What follows belongs to an exercise in optimizing a design on an open flow for small area and a short achievable clock period; a production flow would make more cautious choices.
In this exercise RTL edits were held to simulation tests only and were not proved equivalent to the original.

## run 1
Design fir_filter, start of the top module:
module fir_filter (
    input wire clk,
    input wire rst,
    input wire valid_in,
    input wire load,
    input wire [63:0] coeff_in,
    input wire [15:0] signal_in,
    output reg valid_out,
    output reg [31:0] signal_out
);
Size: roughly 2900 cells after synthesis, ~120 I/O pins, roughly 0.035 sq mm of cells after synthesis.
clock: 6.5 ns
lec_check: 0
cap_margin: 20
core_margin: 2
core_utilization: 40
slew_margin: 20
synth_hierarchical: 1
standard.sh (not shown) runs the stock make flow with config.mk's settings and CLKGATE_MAP_FILE= SYNTH_SCRIPT=/design/flow/synth_recipe.tcl, a recipe that flattens the netlist after the stock synthesis.
==> flow/flow/run.sh <==
#!/bin/bash
# Own layout flow: the standard layout (standard.sh), with smaller port
# buffers and stronger drivers on the registers that feed the partial products.
set -euo pipefail
here=$(pwd)
export FIX_FANOUT=6
export FIX_MARGIN=2.3
bash standard.sh finish \
  "BUFFER_PORTS_ARGS=-buffer_cell sky130_fd_sc_hd__buf_2" \
  "POST_RESIZE_TCL=$here/flow/post_resize.tcl" \
  "SETUP_SLACK_MARGIN=2.3" "SETUP_MOVE_SEQUENCE=sizeup,swap" \
  > "$here/standard.log" 2>&1
==> flow/flow/post_resize.tcl <==
# Give the registers that drive the partial products (16 or more loads each)
# a stronger output: a larger flip-flop where the library has one, else a buffer.
set nfix 0
foreach inst [get_cells *] {
  set ref [get_property $inst ref_name]
  if {![string match "sky130_fd_sc_hd__*df*" $ref]} { continue }
  set q [get_pins -quiet [get_full_name $inst]/Q]
  if {[llength $q] == 0} { continue }
  set net [get_nets -of_objects $q]
  set loads [get_pins -of_objects $net -filter "direction==input"]
  if {[llength $loads] < $::env(FIX_FANOUT)} { continue }
  if {$ref eq "sky130_fd_sc_hd__dfrtp_1"} {
    replace_cell $inst sky130_fd_sc_hd__dfrtp_4
  } elseif {$ref eq "sky130_fd_sc_hd__dfxtp_1"} {
    replace_cell $inst sky130_fd_sc_hd__dfxtp_4
  } else {
    insert_buffer -buffer_cell sky130_fd_sc_hd__buf_4 -net [get_full_name $net]
  }
  incr nfix
}
puts "post_resize: strengthened $nfix register outputs"
if {[info exists ::env(FIX_MARGIN)]} {
  estimate_parasitics -placement
  repair_timing -setup -setup_margin $::env(FIX_MARGIN) -sequence "sizeup,swap" -skip_buffering -match_cell_footprint -verbose
}
Run 1 ran to completion and came out clean on the timing, DRC and antenna checks.
Edits applied to the flow inputs when going from run 1 to run 2:
diff --git a/flow/flow/run.sh b/flow/flow/run.sh
--- a/flow/flow/run.sh
+++ b/flow/flow/run.sh
@@ -6,3 +6,3 @@
 export FIX_FANOUT=6
-export FIX_MARGIN=2.3
+export FIX_MARGIN=2.0
 bash standard.sh finish \
@@ -10,3 +10,2 @@
   "POST_RESIZE_TCL=$here/flow/post_resize.tcl" \
-  "SETUP_SLACK_MARGIN=2.3" "SETUP_MOVE_SEQUENCE=sizeup,swap" \
   > "$here/standard.log" 2>&1
### Flow results
- Any difference in wire length between run 2 and run 1 is small enough to ignore.
- Taking run 1 as the reference, in run 2 actual transition at the worst max-transition pin shows an increase of 28 ps; global-route usage shows no meaningful change; total vias in the final route shows no meaningful change; area growth from synthesis to layout shows a reduction of 0.71 points.
- Between run 2 and run 1, the fraction of standard cell area in multi-input logic does not differ in any meaningful way.
> inputs changed (run 2 -> run 3)
diff --git a/flow/flow/run.sh b/flow/flow/run.sh
--- a/flow/flow/run.sh
+++ b/flow/flow/run.sh
@@ -6,3 +6,3 @@
 export FIX_FANOUT=6
-export FIX_MARGIN=2.0
+export FIX_MARGIN=3.0
 bash standard.sh finish \
- Summary — via total after detailed routing, run 3 relative to run 2: higher, by 159.
- Where setup slack is concerned, run 2 is outperformed by run 3.
- For count of buffers not belonging to the clock network in the layout, run 3 and run 2 come out practically identical.
- The lower routed metal-1 wirelength of run 3 and run 2 is in run 2.
diff inputs: run 3 => run 4
==> flow/run.sh (new file) <==
#!/bin/bash
# synth_recipe.tcl (not shown) runs the flow's synth.tcl, then flattens the netlist and writes it again
# the make line also repeats each setting of config.mk as NAME=value (left out here)
make -C /OpenROAD-flow-scripts/flow DESIGN_CONFIG=/design/flow/config.mk WORK_HOME=/design/flow/orfs CLKGATE_MAP_FILE= SYNTH_SCRIPT=/design/flow/synth_recipe.tcl finish
removed: flow/flow/run.sh
removed: flow/flow/post_resize.tcl
removed: flow/standard.sh
Findings:
- Run 4 ended up with mid[39] as its worst setup path endpoint; run 3 ended up with signal_out[31].
- No stage failed in run 4, and the final checks on the layout all came back clean.
### run 4 -> run 5
Settings: putting SETUP_SLACK_MARGIN at 1.2 where nothing was set; putting ABC_CLOCK_PERIOD_IN_PS at 2000 where nothing was set.
==> comparison <==
As far as smallest hold slack goes, run 5 and run 4 are indistinguishable; the numbers are identical.
Diff run 4..run 5 | area growth from synthesis to layout | unchanged
Diff run 4..run 5 | wire length on met3 | unchanged
Final critical-path setup slack: run 5 vs run 4 identical
Diff run 4..run 5 | sum of net half-perimeters after detailed placement | unchanged
From run 5 to run 4, number of maximum-capacitance constraint violations did not move at all.
Diff run 4..run 5 | delay of the slowest cell on the worst path | negligible
Compared with run 4, in run 5 insertion delay to the later sink of the worst-skew pair level; final core utilization did not really move; die area did not really move.

## static timing again, ports no longer ideal
How much do the figures lean on ideal ports? The routed layouts below were timed once more, with nothing changed but the port constraints.
Step 1 sets driving cells, clkbuf_16 on the clock port and buf_2 on the other inputs (assumed; they add their load-dependent delay and slew).
Step 2 times the ports against the registers' clock, not the clock port: input delays grow and output delays shrink by t, the midpoint of the rising clock arrivals with the driver on.
Three values: no drivers, after step 1, after step 2; two values: the first two.
| run | t, ns | setup slack, ns | latest minus earliest clock arrival (ns) | cell pins on the clock port's net |
|---|---|---|---|---|
| run 1 | 0.635 | 2.323 / 2.323 / 2.323 | 0.033 / 0.034 | 1 |
| run 2 | 0.643 | 1.991 / 1.991 / 1.991 | 0.042 / 0.043 | 1 |
| run 3 | 0.645 | 2.311 / 2.311 / 2.311 | 0.035 / 0.036 | 1 |
| run 4 | 0.641 | 1.688 / 1.688 / 1.688 | 0.031 / 0.031 | 1 |
| run 5 | 0.641 | 1.688 / 1.688 / 1.688 | 0.031 / 0.031 | 1 |
After both steps every run listed still meets setup and hold.
